Source: an optimization exercise on an open RTL-to-GDS flow (aim: small area and a short achievable clock period). Production flows keep margins and buffers that such runs may drop.
Function not checked in this run: the RTL went through the layout flow alone.
Power and IR drop assume default switching activity.

===== flow/design.v =====
module fir_filter (
    data_in, data_out, clk, rst
);
    output [17:0] data_out;
    input  [7:0]  data_in;
    input         clk, rst;
    reg [7:0]  x1, x2, x3, x4, x5, x6, x7;
    reg [17:0] s;
    wire [17:0] s_next;
    wire [7:0] d = data_in;
    wire p_1, p_2;
    fa u_p_1 (.a(d[0]), .b(x2[0]), .c(x4[0]), .s(p_1), .co(p_2));
    wire p_3, p_4;
    ha u_p_3 (.a(x6[0]), .b(p_1), .s(p_3), .co(p_4));
    wire p_5, p_6;
    fa u_p_5 (.a(d[1]), .b(x2[1]), .c(x4[1]), .s(p_5), .co(p_6));
    wire p_7, p_8;
    fa u_p_7 (.a(x6[1]), .b(p_2), .c(p_5), .s(p_7), .co(p_8));
    wire p_9, p_10;
    ha u_p_9 (.a(p_4), .b(p_7), .s(p_9), .co(p_10));
    wire p_11, p_12;
    fa u_p_11 (.a(d[2]), .b(x2[2]), .c(x4[2]), .s(p_11), .co(p_12));
    wire p_13, p_14;
    fa u_p_13 (.a(x6[2]), .b(p_6), .c(p_11), .s(p_13), .co(p_14));
    wire p_15, p_16;
    fa u_p_15 (.a(p_8), .b(p_13), .c(p_10), .s(p_15), .co(p_16));
    wire p_17, p_18;
    fa u_p_17 (.a(d[3]), .b(x2[3]), .c(x4[3]), .s(p_17), .co(p_18));
    wire p_19, p_20;
    fa u_p_19 (.a(x6[3]), .b(p_12), .c(p_17), .s(p_19), .co(p_20));
    wire p_21, p_22;
    fa u_p_21 (.a(p_14), .b(p_19), .c(p_16), .s(p_21), .co(p_22));
    wire p_23, p_24;
    fa u_p_23 (.a(d[4]), .b(x2[4]), .c(x4[4]), .s(p_23), .co(p_24));
    wire p_25, p_26;
    fa u_p_25 (.a(x6[4]), .b(p_18), .c(p_23), .s(p_25), .co(p_26));
    wire p_27, p_28;
    fa u_p_27 (.a(p_20), .b(p_25), .c(p_22), .s(p_27), .co(p_28));
    wire p_29, p_30;
    fa u_p_29 (.a(d[5]), .b(x2[5]), .c(x4[5]), .s(p_29), .co(p_30));
    wire p_31, p_32;
    fa u_p_31 (.a(x6[5]), .b(p_24), .c(p_29), .s(p_31), .co(p_32));
    wire p_33, p_34;
    fa u_p_33 (.a(p_26), .b(p_31), .c(p_28), .s(p_33), .co(p_34));
    wire p_35, p_36;
    fa u_p_35 (.a(d[6]), .b(x2[6]), .c(x4[6]), .s(p_35), .co(p_36));
    wire p_37, p_38;
    fa u_p_37 (.a(x6[6]), .b(p_30), .c(p_35), .s(p_37), .co(p_38));
    wire p_39, p_40;
    fa u_p_39 (.a(p_32), .b(p_37), .c(p_34), .s(p_39), .co(p_40));
    wire p_41, p_42;
    fa u_p_41 (.a(d[7]), .b(x2[7]), .c(x4[7]), .s(p_41), .co(p_42));
    wire p_43, p_44;
    fa u_p_43 (.a(x6[7]), .b(p_36), .c(p_41), .s(p_43), .co(p_44));
    wire p_45, p_46;
    fa u_p_45 (.a(p_38), .b(p_43), .c(p_40), .s(p_45), .co(p_46));
    wire p_47, p_48;
    fa u_p_47 (.a(p_42), .b(p_44), .c(p_46), .s(p_47), .co(p_48));
    wire [9:0] P = {p_48, p_47, p_45, p_39, p_33, p_27, p_21, p_15, p_9, p_3};
    wire t_1, t_2;
    fa u_t_1 (.a(~P[0]), .b(~x3[0]), .c(x7[0]), .s(t_1), .co(t_2));
    wire t_3, t_4;
    fa u_t_3 (.a(1'b1), .b(~P[1]), .c(~x3[1]), .s(t_3), .co(t_4));
    wire t_5, t_6;
    fa u_t_5 (.a(x7[1]), .b(t_2), .c(t_3), .s(t_5), .co(t_6));
    wire t_7, t_8;
    fa u_t_7 (.a(~P[2]), .b(~x3[2]), .c(x7[2]), .s(t_7), .co(t_8));
    wire t_9, t_10;
    fa u_t_9 (.a(x7[0]), .b(t_4), .c(t_7), .s(t_9), .co(t_10));
    wire t_11, t_12;
    ha u_t_11 (.a(t_6), .b(t_9), .s(t_11), .co(t_12));
    wire t_13, t_14;
    fa u_t_13 (.a(~P[3]), .b(~x3[3]), .c(x7[3]), .s(t_13), .co(t_14));
    wire t_15, t_16;
    fa u_t_15 (.a(x7[1]), .b(t_8), .c(t_13), .s(t_15), .co(t_16));
    wire t_17, t_18;
    fa u_t_17 (.a(t_10), .b(t_15), .c(t_12), .s(t_17), .co(t_18));
    wire t_19, t_20;
    fa u_t_19 (.a(P[0]), .b(~P[4]), .c(~x3[4]), .s(t_19), .co(t_20));
    wire t_21, t_22;
    fa u_t_21 (.a(x7[4]), .b(x7[2]), .c(x7[0]), .s(t_21), .co(t_22));
    wire t_23, t_24;
    fa u_t_23 (.a(t_14), .b(t_19), .c(t_21), .s(t_23), .co(t_24));
    wire t_25, t_26;
    fa u_t_25 (.a(t_16), .b(t_23), .c(t_18), .s(t_25), .co(t_26));
    wire t_27, t_28;
    fa u_t_27 (.a(P[1]), .b(~P[5]), .c(~x3[5]), .s(t_27), .co(t_28));
    wire t_29, t_30;
    fa u_t_29 (.a(x7[5]), .b(x7[3]), .c(x7[1]), .s(t_29), .co(t_30));
    wire t_31, t_32;
    fa u_t_31 (.a(t_20), .b(t_22), .c(t_27), .s(t_31), .co(t_32));
    wire t_33, t_34;
    fa u_t_33 (.a(t_29), .b(t_24), .c(t_31), .s(t_33), .co(t_34));
    wire t_35, t_36;
    ha u_t_35 (.a(t_33), .b(t_26), .s(t_35), .co(t_36));
    wire t_37, t_38;
    fa u_t_37 (.a(P[0]), .b(P[2]), .c(~P[6]), .s(t_37), .co(t_38));
    wire t_39, t_40;
    fa u_t_39 (.a(~x3[6]), .b(x7[6]), .c(x7[4]), .s(t_39), .co(t_40));
    wire t_41, t_42;
    fa u_t_41 (.a(x7[2]), .b(x7[0]), .c(t_28), .s(t_41), .co(t_42));
    wire t_43, t_44;
    fa u_t_43 (.a(t_30), .b(t_37), .c(t_39), .s(t_43), .co(t_44));
    wire t_45, t_46;
    fa u_t_45 (.a(t_32), .b(t_41), .c(t_43), .s(t_45), .co(t_46));
    wire t_47, t_48;
    fa u_t_47 (.a(t_34), .b(t_45), .c(t_36), .s(t_47), .co(t_48));
    wire t_49, t_50;
    fa u_t_49 (.a(P[1]), .b(P[3]), .c(~P[7]), .s(t_49), .co(t_50));
    wire t_51, t_52;
    fa u_t_51 (.a(~x3[7]), .b(x7[7]), .c(x7[5]), .s(t_51), .co(t_52));
    wire t_53, t_54;
    fa u_t_53 (.a(x7[3]), .b(x7[1]), .c(t_38), .s(t_53), .co(t_54));
    wire t_55, t_56;
    fa u_t_55 (.a(t_40), .b(t_49), .c(t_51), .s(t_55), .co(t_56));
    wire t_57, t_58;
    fa u_t_57 (.a(t_42), .b(t_44), .c(t_53), .s(t_57), .co(t_58));
    wire t_59, t_60;
    fa u_t_59 (.a(t_55), .b(t_46), .c(t_57), .s(t_59), .co(t_60));
    wire t_61, t_62;
    ha u_t_61 (.a(t_59), .b(t_48), .s(t_61), .co(t_62));
    wire t_63, t_64;
    fa u_t_63 (.a(1'b1), .b(P[2]), .c(P[4]), .s(t_63), .co(t_64));
    wire t_65, t_66;
    fa u_t_65 (.a(~P[8]), .b(x3[0]), .c(x7[6]), .s(t_65), .co(t_66));
    wire t_67, t_68;
    fa u_t_67 (.a(x7[4]), .b(x7[2]), .c(t_50), .s(t_67), .co(t_68));
    wire t_69, t_70;
    fa u_t_69 (.a(t_52), .b(t_63), .c(t_65), .s(t_69), .co(t_70));
    wire t_71, t_72;
    fa u_t_71 (.a(t_54), .b(t_56), .c(t_67), .s(t_71), .co(t_72));
    wire t_73, t_74;
    fa u_t_73 (.a(t_69), .b(t_58), .c(t_71), .s(t_73), .co(t_74));
    wire t_75, t_76;
    fa u_t_75 (.a(t_60), .b(t_73), .c(t_62), .s(t_75), .co(t_76));
    wire t_77, t_78;
    fa u_t_77 (.a(1'b1), .b(P[3]), .c(P[5]), .s(t_77), .co(t_78));
    wire t_79, t_80;
    fa u_t_79 (.a(~P[9]), .b(x3[1]), .c(x7[7]), .s(t_79), .co(t_80));
    wire t_81, t_82;
    fa u_t_81 (.a(x7[5]), .b(x7[3]), .c(t_64), .s(t_81), .co(t_82));
    wire t_83, t_84;
    fa u_t_83 (.a(t_66), .b(t_77), .c(t_79), .s(t_83), .co(t_84));
    wire t_85, t_86;
    fa u_t_85 (.a(t_68), .b(t_70), .c(t_81), .s(t_85), .co(t_86));
    wire t_87, t_88;
    fa u_t_87 (.a(t_83), .b(t_72), .c(t_85), .s(t_87), .co(t_88));
    wire t_89, t_90;
    fa u_t_89 (.a(t_74), .b(t_87), .c(t_76), .s(t_89), .co(t_90));
    wire t_91, t_92;
    fa u_t_91 (.a(P[4]), .b(P[6]), .c(x3[2]), .s(t_91), .co(t_92));
    wire t_93, t_94;
    fa u_t_93 (.a(x7[6]), .b(x7[4]), .c(t_78), .s(t_93), .co(t_94));
    wire t_95, t_96;
    fa u_t_95 (.a(t_80), .b(t_91), .c(t_82), .s(t_95), .co(t_96));
    wire t_97, t_98;
    fa u_t_97 (.a(t_84), .b(t_93), .c(t_86), .s(t_97), .co(t_98));
    wire t_99, t_100;
    fa u_t_99 (.a(t_95), .b(t_88), .c(t_97), .s(t_99), .co(t_100));
    wire t_101, t_102;
    ha u_t_101 (.a(t_99), .b(t_90), .s(t_101), .co(t_102));
    wire t_103, t_104;
    fa u_t_103 (.a(1'b1), .b(P[5]), .c(P[7]), .s(t_103), .co(t_104));
    wire t_105, t_106;
    fa u_t_105 (.a(x3[3]), .b(x7[7]), .c(x7[5]), .s(t_105), .co(t_106));
    wire t_107, t_108;
    fa u_t_107 (.a(t_92), .b(t_103), .c(t_105), .s(t_107), .co(t_108));
    wire t_109, t_110;
    fa u_t_109 (.a(t_94), .b(t_107), .c(t_96), .s(t_109), .co(t_110));
    wire t_111, t_112;
    fa u_t_111 (.a(t_98), .b(t_109), .c(t_100), .s(t_111), .co(t_112));
    wire t_113, t_114;
    ha u_t_113 (.a(t_111), .b(t_102), .s(t_113), .co(t_114));
    wire t_115, t_116;
    fa u_t_115 (.a(1'b1), .b(P[6]), .c(P[8]), .s(t_115), .co(t_116));
    wire t_117, t_118;
    fa u_t_117 (.a(x3[4]), .b(x7[6]), .c(t_104), .s(t_117), .co(t_118));
    wire t_119, t_120;
    fa u_t_119 (.a(t_106), .b(t_115), .c(t_108), .s(t_119), .co(t_120));
    wire t_121, t_122;
    fa u_t_121 (.a(t_117), .b(t_119), .c(t_110), .s(t_121), .co(t_122));
    wire t_123, t_124;
    fa u_t_123 (.a(t_121), .b(t_112), .c(t_114), .s(t_123), .co(t_124));
    wire t_125, t_126;
    fa u_t_125 (.a(1'b1), .b(P[7]), .c(P[9]), .s(t_125), .co(t_126));
    wire t_127, t_128;
    fa u_t_127 (.a(x3[5]), .b(x7[7]), .c(t_116), .s(t_127), .co(t_128));
    wire t_129, t_130;
    fa u_t_129 (.a(t_125), .b(t_118), .c(t_127), .s(t_129), .co(t_130));
    wire t_131, t_132;
    fa u_t_131 (.a(t_120), .b(t_129), .c(t_122), .s(t_131), .co(t_132));
    wire t_133, t_134;
    ha u_t_133 (.a(t_131), .b(t_124), .s(t_133), .co(t_134));
    wire t_135, t_136;
    fa u_t_135 (.a(1'b1), .b(P[8]), .c(x3[6]), .s(t_135), .co(t_136));
    wire t_137, t_138;
    fa u_t_137 (.a(t_126), .b(t_135), .c(t_128), .s(t_137), .co(t_138));
    wire t_139, t_140;
    fa u_t_139 (.a(t_130), .b(t_137), .c(t_132), .s(t_139), .co(t_140));
    wire t_141, t_142;
    ha u_t_141 (.a(t_139), .b(t_134), .s(t_141), .co(t_142));
    wire t_143, t_144;
    fa u_t_143 (.a(1'b1), .b(P[9]), .c(x3[7]), .s(t_143), .co(t_144));
    wire t_145, t_146;
    fa u_t_145 (.a(t_136), .b(t_143), .c(t_138), .s(t_145), .co(t_146));
    wire t_147, t_148;
    fa u_t_147 (.a(t_145), .b(t_140), .c(t_142), .s(t_147), .co(t_148));
    wire t_149, t_150;
    fa u_t_149 (.a(1'b1), .b(t_144), .c(t_146), .s(t_149), .co(t_150));
    wire t_151, t_152;
    ha u_t_151 (.a(t_149), .b(t_148), .s(t_151), .co(t_152));
    wire t_153, t_154;
    fa u_t_153 (.a(1'b1), .b(t_150), .c(t_152), .s(t_153), .co(t_154));
    assign s_next = {t_153, t_151, t_147, t_141, t_133, t_123, t_113, t_101, t_89, t_75, t_61, t_47, t_35, t_25, t_17, t_11, t_5, t_1};
    wire o_1, o_2;
    fa u_o_1 (.a(s[2]), .b(d[2]), .c(d[0]), .s(o_1), .co(o_2));
    wire o_3, o_4;
    fa u_o_3 (.a(s[3]), .b(d[3]), .c(d[1]), .s(o_3), .co(o_4));
    wire o_5, o_6;
    fa u_o_5 (.a(s[4]), .b(d[4]), .c(d[2]), .s(o_5), .co(o_6));
    wire o_7, o_8;
    fa u_o_7 (.a(d[0]), .b(o_4), .c(o_5), .s(o_7), .co(o_8));
    wire o_9, o_10;
    fa u_o_9 (.a(s[5]), .b(d[5]), .c(d[3]), .s(o_9), .co(o_10));
    wire o_11, o_12;
    fa u_o_11 (.a(d[1]), .b(o_6), .c(o_9), .s(o_11), .co(o_12));
    wire o_13, o_14;
    fa u_o_13 (.a(s[6]), .b(d[6]), .c(d[4]), .s(o_13), .co(o_14));
    wire o_15, o_16;
    fa u_o_15 (.a(d[2]), .b(d[0]), .c(o_10), .s(o_15), .co(o_16));
    wire o_17, o_18;
    fa u_o_17 (.a(o_13), .b(o_12), .c(o_15), .s(o_17), .co(o_18));
    wire o_19, o_20;
    fa u_o_19 (.a(s[7]), .b(d[7]), .c(d[5]), .s(o_19), .co(o_20));
    wire o_21, o_22;
    fa u_o_21 (.a(d[3]), .b(d[1]), .c(o_14), .s(o_21), .co(o_22));
    wire o_23, o_24;
    fa u_o_23 (.a(o_19), .b(o_16), .c(o_21), .s(o_23), .co(o_24));
    wire o_25, o_26;
    fa u_o_25 (.a(s[8]), .b(d[6]), .c(d[4]), .s(o_25), .co(o_26));
    wire o_27, o_28;
    fa u_o_27 (.a(d[2]), .b(o_20), .c(o_25), .s(o_27), .co(o_28));
    wire o_29, o_30;
    fa u_o_29 (.a(o_22), .b(o_27), .c(o_24), .s(o_29), .co(o_30));
    wire o_31, o_32;
    fa u_o_31 (.a(s[9]), .b(d[7]), .c(d[5]), .s(o_31), .co(o_32));
    wire o_33, o_34;
    fa u_o_33 (.a(d[3]), .b(o_26), .c(o_31), .s(o_33), .co(o_34));
    wire o_35, o_36;
    fa u_o_35 (.a(o_28), .b(o_33), .c(o_30), .s(o_35), .co(o_36));
    wire o_37, o_38;
    fa u_o_37 (.a(s[10]), .b(d[6]), .c(d[4]), .s(o_37), .co(o_38));
    wire o_39, o_40;
    fa u_o_39 (.a(o_32), .b(o_37), .c(o_34), .s(o_39), .co(o_40));
    wire o_41, o_42;
    fa u_o_41 (.a(s[11]), .b(d[7]), .c(d[5]), .s(o_41), .co(o_42));
    wire o_43, o_44;
    fa u_o_43 (.a(o_38), .b(o_41), .c(o_40), .s(o_43), .co(o_44));
    wire o_45, o_46;
    fa u_o_45 (.a(s[12]), .b(d[6]), .c(o_42), .s(o_45), .co(o_46));
    wire o_47, o_48;
    fa u_o_47 (.a(s[13]), .b(d[7]), .c(o_46), .s(o_47), .co(o_48));
    assign data_out = {s[17], s[16], s[15], s[14], o_47, o_45, o_43, o_39, o_35, o_29, o_18, o_17, o_8, o_7, o_2, o_1, s[1], s[0]} + {1'b0, 1'b0, 1'b0, o_48, 1'b0, o_44, 1'b0, o_36, 1'b0, 1'b0, o_23, 1'b0, o_11, 1'b0, o_3, 1'b0, d[1], d[0]};
    always @(posedge clk)
        if (rst) begin
            x1 <= 8'd0; x2 <= 8'd0; x3 <= 8'd0; x4 <= 8'd0;
            x5 <= 8'd0; x6 <= 8'd0; x7 <= 8'd0;
            s <= 18'd0;
        end else begin
            x1 <= d; x2 <= x1; x3 <= x2; x4 <= x3;
            x5 <= x4; x6 <= x5; x7 <= x6;
            s <= s_next;
        end
endmodule
module fa (input a, input b, input c, output s, output co);
    assign s = a ^ b ^ c;
    assign co = (a & b) | (a & c) | (b & c);
endmodule
module ha (input a, input b, output s, output co);
    assign s = a ^ b;
    assign co = a & b;
endmodule

===== flow/run.sh =====
#!/bin/bash
# synth_recipe.tcl (not shown) runs the flow's synth.tcl, then flattens the netlist and writes it again
# the make line also repeats each setting of config.mk as NAME=value (left out here)
make -C /OpenROAD-flow-scripts/flow DESIGN_CONFIG=/design/flow/config.mk WORK_HOME=/design/flow/orfs CLKGATE_MAP_FILE= SYNTH_SCRIPT=/design/flow/synth_recipe.tcl finish

===== flow/config.mk =====
export PLATFORM = sky130hd
export DESIGN_NAME = fir_filter
export DESIGN_NICKNAME = fir_filter
export VERILOG_FILES = /design/flow/design.v
export SDC_FILE = /design/flow/constraint.sdc
export NUM_CORES = 4
export LEC_CHECK = 0
export CAP_MARGIN = 20
export CORE_MARGIN = 2
export CORE_UTILIZATION = 40
export SLEW_MARGIN = 20
export SYNTH_HIERARCHICAL = 1

===== flow/constraint.sdc =====
create_clock -name core_clock -period 11.0 [get_ports {clk}]
set_input_delay 2.2000 -clock core_clock [delete_from_list [all_inputs] [get_ports {clk}]]
set_output_delay 2.2000 -clock core_clock [all_outputs]
set_load 0.01 [all_outputs]

==> impl_metrics.py <==
metrics = {
    "cts": {
        "post_cts_buffers": 0,
        "cts_tree": "done",
        "cts_buffers": 9,
        "clk_pin_slew_ns": 0.06,
        "clockBufferDepth": 2,
        "root_buffer": "clkbuf_16",
        "cts.sinks": 74,
        "clk_latency_ns": 0.34,
        "postCtsHoldBufs": 0,
        "htreeDepth": 3,
    },
    "route": {
        "drt_iter0_drc": 105,
        "drt-total-wl_microns": 9320,
        "route.met3.wl_microns": 320,
        "m1WireLength_microns": 4200,
        "post-route-drc-count": 0,
        "met2_length_microns": 4710,
        "vias": 2842,
        "ant_nets": 0,
        "firstDrtPassIters": 4,
        "viasPerCell": 4.64,
        "routed.top_layer": "met4",
        "wire_per_inst_microns": 15.2,
    },
    "synthesis": {
        "ys_warn_count": 7,
        "synth_top_flop_cell": "dfxtp_1",
        "ys_ff_latch": 74,
        "yosysSeqAreaShare_pct": 28.8,
        "synthCells": 385,
        "synth.top_cell.area_share_pct": 45.2,
        "yosysMostFrequentCell": "fa_1",
        "synth_edf_count": 0,
        "synth.distinct_cells": 44,
        "yosys-top-cells-area": "fa_1, dfxtp_1, nor2b_1",
        "synth_area_per_cell_sq_um": 13.4,
        "yosys.area.top_type": "fa_1",
        "synth_common_cells": "fa_1, dfxtp_1, nor2b_1",
        "syn-cell-area_sq_um": 5140,
        "synthArstFlopShare_pct": 0,
    },
    "floorplanning": {
        "start_util_pct": 40.9,
        "row_count": 41,
        "die_area_sq_um": 13800,
        "io_pins": 28,
        "core-area_sq_um": 12600,
        "die_x_microns": 117,
        "die_h_microns": 117,
    },
    "outcome": {
        "status": "finished clean",
    },
    "timing": {
        "fin_crit_ns": 10.75,
        "worst_pin_slew_ns": 0.698,
        "slew_viol_final": 0,
        "setup_viol": 0,
        "finalHoldViolations": 0,
        "slew_headroom_pct": 53.4,
        "clock.fmax_mhz": 93.1,
        "skew_ns": 0.00750,
        "grt_setup_unrepaired": "no",
        "finalCritPeriodShare_pct": 97.7,
    },
    "finish": {
        "drive_gt1_share_pct": 12.0,
        "final_nets": 580,
        "antenna_cells": 0,
        "area_delta_synth_final_pct": 17.9,
        "utilization_pct": 48.2,
    },
    "setup_path": {
        "arrival_ns": 10.95,
        "worstSetupStartpointType": "input pin",
        "worst-path-buf-inv": 2,
        "crit_path_top_delay_cell": "fa_1",
        "max_stage_delay_ns": 0.55,
        "crit_type": "input pin to flip-flop",
        "end_kind": "flip-flop",
        "reg2reg_from": "x2[1]",
        "crit_family": "adder cells",
        "worstPathMaxFanout": 2,
        "r2r_slack_ns": 2.10,
        "worstPathRequired_ns": 11.20,
        "reg2regPathDepth": 25,
        "rr_endpoint": "s[17]",
        "cp_common_cell": "fa_1",
    },
    "pwr": {
        "p_leak_uw": 0.00250,
        "p_per_area_nw_per_um2": 289,
        "peakVddDrop_v": 0.000186,
        "power_uw": 1750,
    },
    "worst_hold_path": {
        "hold-path-cell-count": 1,
        "hold_start": "x5[5]",
        "worstHoldEndpoint": "x6[5]",
        "worstHoldPathType": "flip-flop to flip-flop",
    },
    "placed_design": {
        "numPortBuffers": 27,
        "hpwl_microns": 7860,
        "place_congestion": 0.855,
    },
    "grt": {
        "overflow": 0,
        "grt_pass1_vias": 3266,
        "grt_pass1_wl_microns": 16000,
        "track_usage_pct": 15.2,
        "grt_antenna_before_repair": 0,
        "grt_max_degree": 75,
    },
    "run": {
        "cap_violations": 0,
    },
}
==> cell type report <==
type | count | area [sq um]
fill | 1151 | 6510
timing repair buffer | 41 | 367
clock buffer | 10 | 229
inverter | 23 | 86.3
tap | 172 | 215
sequential | 74 | 1480
clock inverter | 6 | 90.1
multi-input combinational | 287 | 3590
==> repair_timing <==
action	in CTS	in global routing
endpoints found under the hold margin	0	0
endpoints found under the setup margin	2	1
pin swaps	0	1
resized for setup	8	7
cloned	0	0
==> metrics by stage <==
| stage | setup WS (ns) | hold slack, ns | setup TNS [ns] | instance area, sq um | std cells |
|---|---|---|---|---|---|
| 2_1_floorplan | 0.0326 | 0.414 | 0 | 5180 | 394 |
| 3_3_place_gp | -0.621 | 0.417 | -1.01 | 5720 | 597 |
| 3_5_place_dp | -0.752 | 0.426 | -1.33 | 5720 | 597 |
| 4_1_cts | 0.0165 | 0.439 | 0 | 6040 | 613 |
| 5_1_grt | 0.0152 | 0.448 | 0 | 6060 | 613 |
| 6_report | 0.253 | 0.429 | 0 | 6060 | 613 |
==> how the worst max path moves through the flow <==
stage                     from    end  slack (ns)  cells past startpoint
CTS                 data_in[1]  s[17]        0.02                     26
global route        data_in[1]  s[17]        0.02                     26
global placement    data_in[1]  s[17]       -0.62                     26
finish              data_in[1]  s[17]        0.25                     26
floorplan           data_in[1]  s[17]        0.03                     25
detailed placement  data_in[1]  s[17]       -0.75                     26
==> flip-flops by register name, summed over array words and instances (netlist names) <==
signal	cells
s	18
x4	8
x2	8
x6	8
x5	8
x1	8
x7	8
x3	8
==> modules after synthesis, one instance, submodules excluded <==
module / flip-flops and latches / cell area, sq um / copies in the design / cells inside
fir_filter: 74 / 2720 / 1 / 260
ha: 0 / 12.5 / 10 / 1
fa: 0 / 20.0 / 115 / 1
==> power by group <==
group,total (uW),internal [uW],switching (uW)
sequential,323,302,20.4
clock,312,199,113
combinational,1110,587,528
total,1750,1090,662
==> routing by layer <==
metal / global-route usage, % / up-vias
li1: - / 1313
met1: 19.7 / 1482
met2: 25.3 / 39
met3: 4.47 / 8
met4: 3.46 / 0
met5: 0 / -
==> worst reg2reg max path, delay by kind of cell (launching register included) <==
family | cells | cell delay, ns
and+or+nand+nor | 1 | 0.14
buffers and inverters | 1 | 0.07
DFF | 1 | 0.32
adders and majority gates | 23 | 8.23
==> logic make-up after synthesis <==
logic type / count (synthesis) / synth area share (%)
buffers and inverters: 33 / 2.58
XOR/XNOR: 13 / 2.21
flip-flops: 74 / 28.8
other: 1 / 0.0729
AO/OA/AOI/OAI: 23 / 4.43
adder cells (fa/ha/maj): 134 / 49.5
AND/OR/NAND/NOR: 107 / 12.4
==> placed cells by master, fill, tap and decap left out, types with 2 or more instances in the layout <==
cell             instances
ha_1                    17
a2111oi_2                2
xor2_1                   2
buf_4                   14
nand2b_1                 2
nand3_1                  2
nand2_1                  7
o21ai_1                  2
a31oi_1                  2
dlygate4sd2_1            3
fa_2                    11
fa_1                   105
and2_1                   2
nor2_1                  11
nor3_1                   4
nor2b_1                 65
a21oi_1                  3
dfxtp_1                 74
clkbuf_16                9
bufinv_16                2
a211oi_2                 2
inv_1                   23
conb_1                  10
xnor2_1                 11
and3_1                   2
clkdlybuf4s50_1         23
nand4_1                  4

static timing again, ports no longer ideal:
How much do the figures lean on ideal ports? The routed layout below was timed once more, with nothing changed but the port constraints.
Step 1 assumes that a clkbuf_16 drives the clock port and a buf_2 every other input.
Step 2 adds t to the input delays and takes it off the output delays; t is the mean of the earliest and latest rising clock arrival at the registers after step 1. Input paths then give back, and output paths get back, about the clock's delay inside the block.
a / b / c = no drivers / after step 1 / after step 2; a / b = the first two.
t, ns: 0.370
slack for setup (ns): 0.253 / 0.266 / -0.104
slew at the worst register clock pin (ns): 0.06 / 0.06
With both steps, setup timing fails in this run, where it was met with ideal ports. The setup slack of this run moves by +0.013 ns with the drivers and by -0.357 ns with both steps.
